Context: an optimization exercise on an open-source flow, tuned for small area. The choices shown serve that exercise and are no tape-out recipe. Only simulation tests tie the RTL to the original design; equivalence was not proved.

== try-umber ==
Design ime_sad_8x8, start of the top module:
module ime_sad_8x8 (
  clk       ,
  rstn      ,
  enable_i  ,
  ori_i     ,
  ref_i     ,
  sad_o
  );
Size in the first run: about 14 flip-flops, about 1000 I/O pins, about 28000 um2 of cells after synthesis.
==> flow/config.mk <==
export PLATFORM = sky130hd
export DESIGN_NAME = ime_sad_8x8
export DESIGN_NICKNAME = ime_sad_8x8
export VERILOG_FILES = /design/flow/design.v
export SDC_FILE = /design/flow/constraint.sdc
export NUM_CORES = 4
export LEC_CHECK = 0
export CAP_MARGIN = 20
export CORE_AREA = 5 5 255 255
export CTS_BUF_LIST = sky130_fd_sc_hd__clkbuf_4
export DIE_AREA = 0 0 260 260
export GPL_TIMING_DRIVEN = 0
export SLEW_MARGIN = 20
export SYNTH_HIERARCHICAL = 1
export SYNTH_MINIMUM_KEEP_SIZE = 0
==> flow/constraint.sdc <==
create_clock -name core_clock -period 14.0 [get_ports {clk}]
set_input_delay 2.8000 -clock core_clock [delete_from_list [all_inputs] [get_ports {clk}]]
set_output_delay 2.8000 -clock core_clock [all_outputs]
set_load 0.01 [all_outputs]
standard.sh (not shown) runs the stock make flow with config.mk's settings and CLKGATE_MAP_FILE= SYNTH_SCRIPT=/design/flow/synth_recipe.tcl, a recipe that flattens the netlist after the stock synthesis.
==> flow/flow/run.sh <==
#!/bin/bash
# The standard layout, except that:
# - the input and output ports are buffered with the smallest buffer (buf_1)
#   instead of the one buffer_ports picks;
# - pins may sit one routing track apart, so that a smaller die holds them;
# - each pixel's input pins are placed together (flow/io.tcl).
set -euo pipefail
export BUFFER_PORTS_ARGS="-buffer_cell sky130_fd_sc_hd__buf_1"
export PLACE_PINS_ARGS="-min_distance 1 -min_distance_in_tracks"
export IO_CONSTRAINTS="$PWD/flow/io.tcl"
bash standard.sh > standard.log 2>&1
Other scripts of this flow, unchanged in this note and not shown: flow/flow/io.tcl
try-umber: PASS, flow complete, no timing, DRC or antenna violations
Relative to try-umber, the following input files were edited for try-violet:
==> flow/flow/run.sh <==
#!/bin/bash
# The standard layout, except that:
# - the input and output ports are buffered with the smallest buffer (buf_1)
#   instead of the one buffer_ports picks;
# - pins may sit one routing track apart, so that a smaller die holds them;
# - each pixel's input pins are placed together (flow/io.tcl);
# - synthesis's buffers are removed before global placement (flow/pre_gpl.tcl).
set -euo pipefail
export BUFFER_PORTS_ARGS="-buffer_cell sky130_fd_sc_hd__buf_1"
export PLACE_PINS_ARGS="-min_distance 1 -min_distance_in_tracks"
export IO_CONSTRAINTS="$PWD/flow/io.tcl"
export PRE_GLOBAL_PLACE_TCL="$PWD/flow/pre_gpl.tcl"
bash standard.sh > standard.log 2>&1
==> flow/flow/pre_gpl.tcl (new file) <==
# Take out the buffers that synthesis (abc) put in, before the ports are
# buffered and the design is placed; repair_design puts back those it needs.
remove_buffers
## What came out
- try-violet vs try-umber, maximum net fanout on the critical path went down by 2.
- Compared to try-umber, try-violet has worst setup slack after layout 79 ps lower.
- Diff try-umber..try-violet | global-route usage | negligible
- Count of buffering cells on the critical path with inverters included: lower on try-violet
- Changes observed in try-violet relative to try-umber: maximum frequency lost 0.57%, total number of vias climbed 0.64%, sequential share of layout area roughly the same, number of nets in the finished design comparable.
- try-umber -> try-violet: area of placed instances decreased slightly
For try-tundra, these inputs were changed with respect to try-violet:
==> flow/flow/run.sh <==
#!/bin/bash
# The standard layout, except that:
# - the input and output ports are buffered with the smallest buffer (buf_1)
#   instead of the one buffer_ports picks;
# - pins may sit one routing track apart, so that a smaller die holds them;
# - gates off the critical paths are downsized after global routing
#   (RECOVER_POWER);
# - each pixel's input pins are placed together (flow/io.tcl).
set -euo pipefail
export BUFFER_PORTS_ARGS="-buffer_cell sky130_fd_sc_hd__buf_1"
export PLACE_PINS_ARGS="-min_distance 1 -min_distance_in_tracks"
export RECOVER_POWER=100
export IO_CONSTRAINTS="$PWD/flow/io.tcl"
bash standard.sh > standard.log 2>&1
removed: flow/flow/pre_gpl.tcl
==> comparison <==
Looking at try-tundra and try-violet, the proportion of cell area occupied by registers is a wash.
Compared to try-violet, try-tundra has critical path buffer and inverter count 1 higher.
In the reports for try-tundra and try-violet, the smaller worst hold slack belongs to try-tundra.
Modified inputs, try-juniper compared to try-tundra
==> flow/flow/run.sh <==
#!/bin/bash
# The standard layout, except that:
# - the input and output ports are buffered with the smallest buffer (buf_1)
#   instead of the one buffer_ports picks;
# - pins may sit one routing track apart, so that a smaller die holds them;
# - synthesis buffers are removed before global placement (flow/pre_gpl.tcl)
#   and timing repair only sizes up and swaps pins (SETUP_MOVE_SEQUENCE);
# - each pixel's input pins are placed together (flow/io.tcl).
set -euo pipefail
export BUFFER_PORTS_ARGS="-buffer_cell sky130_fd_sc_hd__buf_1"
export PLACE_PINS_ARGS="-min_distance 1 -min_distance_in_tracks"
export SETUP_MOVE_SEQUENCE="sizeup,swap"
export PRE_GLOBAL_PLACE_TCL="$PWD/flow/pre_gpl.tcl"
export IO_CONSTRAINTS="$PWD/flow/io.tcl"
bash standard.sh > standard.log 2>&1
==> flow/flow/pre_gpl.tcl (new file) <==
# Take out the buffers that synthesis (abc) put in, before the ports are
# buffered and the design is placed; repair_design puts back those it needs.
remove_buffers
-- flow/config.mk --
<<< try-tundra, line 8
export CAP_MARGIN = 20
export CORE_AREA = 5 5 255 255
export CTS_BUF_LIST = sky130_fd_sc_hd__clkbuf_4
export DIE_AREA = 0 0 260 260
export GPL_TIMING_DRIVEN = 0
>>> try-juniper, line 8
export CAP_MARGIN = 20
export CORE_AREA = 5 5 225 225
export CTS_BUF_LIST = sky130_fd_sc_hd__clkbuf_4
export DIE_AREA = 0 0 230 230
export GPL_TIMING_DRIVEN = 0
Results
- try-juniper against try-tundra: number of non-filler instances in the completed layout has decreased, layout overhead on the synthesized area has decreased, worst hold slack has remained practically unchanged, share of cell area taken by flip-flops and latches has remained practically unchanged, clock latency on the worst-skew pair has remained practically unchanged.
- try-tundra ended up with met5 as its uppermost layer routed; try-juniper ended up with met4.
- Comparing final design area excluding fillers for try-tundra and try-juniper, the smaller number came from try-juniper.
- try-juniper vs try-tundra, start point of the critical path: ref_i[376] vs ori_i[128]
### try-juniper -> try-quartz
==> flow/flow/run.sh <==
#!/bin/bash
# The standard layout, except that:
# - the input and output ports are buffered with the smallest buffer (buf_1)
#   instead of the one buffer_ports picks;
# - pins may sit one routing track apart, so that a smaller die holds them;
# - each pixel's input pins are placed together (flow/io.tcl).
set -euo pipefail
export BUFFER_PORTS_ARGS="-buffer_cell sky130_fd_sc_hd__buf_1"
export PLACE_PINS_ARGS="-min_distance 1 -min_distance_in_tracks"
export IO_CONSTRAINTS="$PWD/flow/io.tcl"
bash standard.sh > standard.log 2>&1
-- flow/config.mk --
<<< try-juniper, line 8
export CAP_MARGIN = 20
export CORE_AREA = 5 5 225 225
export CTS_BUF_LIST = sky130_fd_sc_hd__clkbuf_4
export DIE_AREA = 0 0 230 230
export GPL_TIMING_DRIVEN = 0
>>> try-quartz, line 8
export CAP_MARGIN = 20
export CORE_AREA = 5 5 255 255
export DIE_AREA = 0 0 260 260
export GPL_TIMING_DRIVEN = 0
removed: flow/flow/pre_gpl.tcl
## What came out
try-quartz: flow completed, timing, DRC and antenna clean
Maximum fanout along the worst path, try-quartz and try-juniper, higher one = try-quartz.
Inputs modified between try-quartz and try-fjord:
-- flow/config.mk --
<<< try-quartz, line 8
export CAP_MARGIN = 20
export CORE_AREA = 5 5 255 255
export DIE_AREA = 0 0 260 260
export GPL_TIMING_DRIVEN = 0
>>> try-fjord, line 8
export CAP_MARGIN = 20
export CORE_AREA = 5 5 225 225
export CTS_BUF_LIST = sky130_fd_sc_hd__clkbuf_4
export DIE_AREA = 0 0 230 230
export GPL_TIMING_DRIVEN = 0
[summary]
try-fjord ends up with a routed wire length that is 8.0% lower than in try-quartz. try-quartz -> try-fjord: number of clock buffers inserted by TritonCTS delta 0, exact match. Between try-fjord and try-quartz, post-route core utilization is lower for try-quartz, try-fjord comes in above that. Of try-fjord and try-quartz, try-fjord shows the lower cell area, with try-quartz above it.

==> re-timing with driven ports <==
In the flow no input, the clock included, has a driving cell. The finished layouts below were timed again as built, in two steps. Step 1, drivers: a clkbuf_16 drives clk and a buf_2 each remaining input, both assumed. Step 2, shift: input delay + t, output delay - t, t = (earliest + latest rising clock arrival at the registers) / 2. This alone moves slack from input paths to output paths. a / b / c = ideal / step 1 / step 2; a / b = the first two.
run	shift t [ns]	slack for setup (ns)	worst hold slack (ns)	clock arrival spread, ns
try-umber	0.304	0.261 / 0.262 / -0.043	0.511 / 0.511 / 0.511	0.001 / 0.001
try-violet	0.304	0.182 / 0.186 / -0.118	0.518 / 0.518 / 0.518	0.008 / 0.008
try-tundra	0.301	0.265 / 0.268 / -0.034	0.511 / 0.511 / 0.511	0.001 / 0.001
try-juniper	0.308	0.251 / 0.258 / -0.050	0.510 / 0.510 / 0.510	0.004 / 0.004
try-quartz	0.278	0.242 / 0.253 / -0.025	0.504 / 0.504 / 0.504	0.001 / 0.001
try-fjord	0.305	0.217 / 0.215 / -0.091	0.516 / 0.516 / 0.516	0.004 / 0.003
With both steps, setup timing fails in every run listed, where it was met with ideal ports. The setup slack of try-fjord, which loses most, moves by -0.002 ns with the drivers and by -0.308 ns with both steps.
